Context: an optimization exercise on an open-source flow, tuned for small area. The choices shown serve that exercise and are no tape-out recipe. The RTL was checked by simulation tests, not by an equivalence proof against the original design.

==> indigo <==
// MLP
module  MLP (
    input clk,               
    input reset,             
    input in1,               
    input in2,               
    input signed [7:0] hidden_weight1,
    input signed [7:0] hidden_weight2,
    input signed [7:0] hidden_bias1,
    input signed [7:0] hidden_weight3,
    input signed [7:0] hidden_weight4,
    input signed [7:0] hidden_bias2  ,
    input signed [7:0] hidden_weight5,
    input signed [7:0] hidden_weight6,
    input signed [7:0] hidden_bias3  ,
    input signed [7:0] output_weight1,
    input signed [7:0] output_weight2,
    input signed [7:0] output_weight3,
    input signed [7:0] output_bias   ,
    output reg final_out     
);
Settings: LEC_CHECK=0, CAP_MARGIN=0, CORE_MARGIN=2, CORE_UTILIZATION=40, GPL_TIMING_DRIVEN=0, SLEW_MARGIN=0, SYNTH_HIERARCHICAL=1, SYNTH_MINIMUM_KEEP_SIZE=0; clock period 7.0 ns.
standard.sh (not shown) runs the stock make flow with config.mk's settings and CLKGATE_MAP_FILE= SYNTH_SCRIPT=/design/flow/synth_recipe.tcl, a recipe that flattens the netlist after the stock synthesis.
==> flow/flow/run.sh <==
#!/bin/bash
# Own layout flow: the standard flow (standard.sh) with smaller port
# buffers, synthesis buffers removed at floorplan, and a leaner clock tree.
set -euo pipefail
bash standard.sh \
  'BUFFER_PORTS_ARGS=-buffer_cell sky130_fd_sc_hd__buf_1' \
  REMOVE_ABC_BUFFERS=1 \
  'CTS_ARGS=-sink_clustering_enable -repair_clock_nets -dont_use_dummy_load -buf_list sky130_fd_sc_hd__clkbuf_4' \
  finish > standard_flow.log 2>&1
==> violet: changes against indigo <==
--- a/flow/design.v
+++ b/flow/design.v
@@ -529,64 +529,108 @@
     mlp_fa um_s270 (.a(m_s264), .b(m_s266), .c(m_c223), .s(m_s270), .co(m_c269));
     wire m_s272, m_c271;
     mlp_fa um_s272 (.a(m_c225), .b(m_s268), .c(m_s270), .s(m_s272), .co(m_c271));
     wire m_s274, m_c273;
     mlp_fa um_s274 (.a(m_c227), .b(m_s272), .c(m_c229), .s(m_s274), .co(m_c273));
     wire m_c275 = m_c231 | m_s274;
     wire m_s276 = ~(m_c231 ^ m_s274);
-    wire m_x277 = p1_3_7 ^ p1_4_6;
-    wire m_x278 = p1_5_5 ^ p1_6_4;
-    wire m_x279 = p1_7_3 ^ p2_3_7;
-    wire m_x280 = p2_4_6 ^ p2_5_5;
-    wire m_x281 = p2_6_4 ^ p2_7_3;
-    wire m_x282 = p3_3_7 ^ p3_4_6;
-    wire m_x283 = p3_5_5 ^ p3_6_4;
-    wire m_x284 = p3_7_3 ^ q1_10;
-    wire m_x285 = q2_10 ^ q3_10;
-    wire m_x286 = m_x277 ^ m_x278;
-    wire m_x287 = m_x279 ^ m_x280;
-    wire m_x288 = m_x281 ^ m_x282;
-    wire m_x289 = m_x283 ^ m_x284;
-    wire m_x290 = m_x285 ^ m_c233;
-    wire m_x291 = m_c235 ^ m_c237;
-    wire m_x292 = m_c239 ^ m_c241;
-    wire m_x293 = m_c243 ^ m_x286;
-    wire m_x294 = m_x287 ^ m_x288;
-    wire m_x295 = m_c245 ^ m_x289;
-    wire m_x296 = m_x290 ^ m_x291;
-    wire m_x297 = m_x292 ^ m_x293;
-    wire m_x298 = m_x294 ^ m_x295;
-    wire m_x299 = m_c247 ^ m_c249;
-    wire m_x300 = m_x296 ^ m_x297;
-    wire m_x301 = m_c251 ^ m_c253;
-    wire m_x302 = m_x298 ^ m_c255;
-    wire m_x303 = m_x299 ^ m_x300;
-    wire m_x304 = m_x301 ^ m_x302;
-    wire m_x305 = m_c257 ^ m_x303;
-    wire m_x306 = m_c259 ^ m_c261;
-    wire m_x307 = m_x304 ^ m_x305;
-    wire m_x308 = m_x306 ^ m_c263;
-    wire m_x309 = m_x307 ^ m_c265;
-    wire m_x310 = m_x308 ^ m_x309;
-    wire m_x311 = m_c267 ^ m_x310;
-    wire m_x312 = m_c269 ^ m_x311;
-    wire m_x313 = m_x312 ^ m_c271;
-    wire m_x314 = m_x313 ^ m_c273;
-    wire m_x315 = m_x314 ^ m_c275;
-    wire m_n316 = ~m_x315;
-    assign msb_out = ~m_n316;
+    wire m_x277;
+    mlp_xor um_x277 (.a(p1_3_7), .b(p1_4_6), .y(m_x277));
+    wire m_x278;
+    mlp_xor um_x278 (.a(p1_5_5), .b(p1_6_4), .y(m_x278));
+    wire m_x279;
+    mlp_xor um_x279 (.a(p1_7_3), .b(p2_3_7), .y(m_x279));
+    wire m_x280;
+    mlp_xor um_x280 (.a(p2_4_6), .b(p2_5_5), .y(m_x280));
+    wire m_x281;
+    mlp_xor um_x281 (.a(p2_6_4), .b(p2_7_3), .y(m_x281));
+    wire m_x282;
+    mlp_xor um_x282 (.a(p3_3_7), .b(p3_4_6), .y(m_x282));
+    wire m_x283;
+    mlp_xor um_x283 (.a(p3_5_5), .b(p3_6_4), .y(m_x283));
+    wire m_x284;
+    mlp_xor um_x284 (.a(p3_7_3), .b(q1_10), .y(m_x284));
+    wire m_x285;
+    mlp_xor um_x285 (.a(q2_10), .b(q3_10), .y(m_x285));
+    wire m_x286;
+    mlp_xor um_x286 (.a(m_x277), .b(m_x278), .y(m_x286));
+    wire m_x287;
+    mlp_xor um_x287 (.a(m_x279), .b(m_x280), .y(m_x287));
+    wire m_x288;
+    mlp_xor um_x288 (.a(m_x281), .b(m_x282), .y(m_x288));
+    wire m_x289;
+    mlp_xor um_x289 (.a(m_x283), .b(m_x284), .y(m_x289));
+    wire m_x290;
+    mlp_xor um_x290 (.a(m_x285), .b(m_c233), .y(m_x290));
+    wire m_x291;
+    mlp_xor um_x291 (.a(m_c235), .b(m_c237), .y(m_x291));
+    wire m_x292;
+    mlp_xor um_x292 (.a(m_c239), .b(m_c241), .y(m_x292));
+    wire m_x293;
+    mlp_xor um_x293 (.a(m_c243), .b(m_x286), .y(m_x293));
+    wire m_x294;
+    mlp_xor um_x294 (.a(m_x287), .b(m_x288), .y(m_x294));
+    wire m_x295;
+    mlp_xor um_x295 (.a(m_c245), .b(m_x289), .y(m_x295));
+    wire m_x296;
+    mlp_xor um_x296 (.a(m_x290), .b(m_x291), .y(m_x296));
+    wire m_x297;
+    mlp_xor um_x297 (.a(m_x292), .b(m_x293), .y(m_x297));
+    wire m_x298;
+    mlp_xor um_x298 (.a(m_x294), .b(m_x295), .y(m_x298));
+    wire m_x299;
+    mlp_xor um_x299 (.a(m_c247), .b(m_c249), .y(m_x299));
+    wire m_x300;
+    mlp_xor um_x300 (.a(m_x296), .b(m_x297), .y(m_x300));
+    wire m_x301;
+    mlp_xor um_x301 (.a(m_c251), .b(m_c253), .y(m_x301));
+    wire m_x302;
+    mlp_xor um_x302 (.a(m_x298), .b(m_c255), .y(m_x302));
+    wire m_x303;
+    mlp_xor um_x303 (.a(m_x299), .b(m_x300), .y(m_x303));
+    wire m_x304;
+    mlp_xor um_x304 (.a(m_x301), .b(m_x302), .y(m_x304));
+    wire m_x305;
+    mlp_xor um_x305 (.a(m_c257), .b(m_x303), .y(m_x305));
+    wire m_x306;
+    mlp_xor um_x306 (.a(m_c259), .b(m_c261), .y(m_x306));
+    wire m_x307;
+    mlp_xor um_x307 (.a(m_x304), .b(m_x305), .y(m_x307));
+    wire m_x308;
+    mlp_xor um_x308 (.a(m_x306), .b(m_c263), .y(m_x308));
+    wire m_x309;
+    mlp_xor um_x309 (.a(m_x307), .b(m_c265), .y(m_x309));
+    wire m_x310;
+    mlp_xor um_x310 (.a(m_x308), .b(m_x309), .y(m_x310));
+    wire m_x311;
+    mlp_xor um_x311 (.a(m_c267), .b(m_x310), .y(m_x311));
+    wire m_x312;
+    mlp_xor um_x312 (.a(m_c269), .b(m_x311), .y(m_x312));
+    wire m_x313;
+    mlp_xor um_x313 (.a(m_x312), .b(m_c271), .y(m_x313));
+    wire m_x314;
+    mlp_xor um_x314 (.a(m_x313), .b(m_c273), .y(m_x314));
+    wire m_x315;
+    mlp_xor um_x315 (.a(m_x314), .b(m_c275), .y(m_x315));
+    assign msb_out = m_x315;
 endmodule
 module mlp_fa (input a, input b, input c, output s, output co);
     assign s  = a ^ b ^ c;
     assign co = (a & b) | (a & c) | (b & c);
 endmodule
 module mlp_ha (input a, input b, output s, output co);
     assign s  = a ^ b;
     assign co = a & b;
 endmodule
+module mlp_xor (input a, input b, output y);
+    assign y = a ^ b;
+endmodule
+module mlp_xnor (input a, input b, output y);
+    assign y = ~(a ^ b);
+endmodule
 `timescale 1ns/10ps
 module  MLP (
     input clk,               
     input reset,             
     input in1,               
     input in2,               
     input signed [7:0] hidden_weight1,
==> flow/flow/run.sh (replaced) <==
#!/bin/bash
# Own layout flow: the standard flow (standard.sh) with smaller port
# buffers, synthesis buffers removed at floorplan, and a leaner clock tree.
set -euo pipefail
bash standard.sh \
  'BUFFER_PORTS_ARGS=-buffer_cell sky130_fd_sc_hd__buf_1' \
  REMOVE_ABC_BUFFERS=1 RECOVER_POWER=100 \
  'CTS_ARGS=-sink_clustering_enable -repair_clock_nets -dont_use_dummy_load -buf_list sky130_fd_sc_hd__clkbuf_4' \
  finish > standard_flow.log 2>&1
==> qor summary <==
	indigo	violet
Post-layout nets	911	915
Synthesized-area fraction occupied by and/or/nand/nor cells	0.148	0.148
Max-slew headroom	0.401	0.384
Multi-In Gates	436	440
Combined area of the multi-input logic cells	0.00489 mm^2	0.00484 mm^2
Routed wire length	14.2 mm	13.9 mm
Average wire per cell in the routed design	16.9 um	16.5 um
ClkCell Share	0.00971	0.00983
Worst-case reg-to-reg path depth	16	14
Number of gates given a new drive strength after cts	10	0
Hold Path Sink	hid2_q3[5]$_DFF_P_	hid2_q1[7]$_DFF_P_
Result of the run	complete, no violations	complete, no violations
Multi-input gate share of the layout cell area	0.703	0.704
Latest clock arrival within the worst-skew pair	400 ps	440 ps
Layout Cells excl Fill	840	844
CTS clock-pin slew for the worst setup and hold paths	100 ps	90 ps
Placed Area	0.00684 mm^2	0.00681 mm^2
Start point of the worst min-delay path	hid1_q3[5]$_DFF_P_	hid1_q1[7]$_DFF_P_
Sequential area share after synthesis	0.194	0.195
Reg2reg start	hid2_q2[0]$_DFF_P_	hid2_q2[2]$_DFF_P_

[what the ideal ports hide]
How much do the figures lean on ideal ports? The routed layouts below were timed once more, with nothing changed but the port constraints.
Step 1 (the two cells are an assumption about what drives the block):
set clk [get_ports {clk}]
set_driving_cell -lib_cell sky130_fd_sc_hd__clkbuf_16 $clk
set_driving_cell -lib_cell sky130_fd_sc_hd__buf_2 [delete_from_list [all_inputs] $clk]
Step 2 adds t to the input delays and takes it off the output delays; t is the mean of the earliest and latest rising clock arrival at the registers after step 1. Input paths then give back, and output paths get back, about the clock's delay inside the block.
a / b / c = ideal ports / drivers / drivers and shift; a / b = the first two.
| run | shift t [ns] | setup slack, ns | worst setup path at the end | slew at the worst register clock pin (ns) | worst data-port slew with drivers (ns) |
|---|---|---|---|---|---|
| indigo | 0.413 | 0.296 / 0.293 / -0.121 | input to register | 0.10 / 0.10 | 0.04 |
| violet | 0.456 | 0.513 / 0.509 / 0.053 | input to register | 0.11 / 0.11 | 0.05 |
With both steps, setup timing fails in indigo, where it was met with ideal ports. The setup slack of violet, which loses most, moves by -0.004 ns with the drivers and by -0.460 ns with both steps.
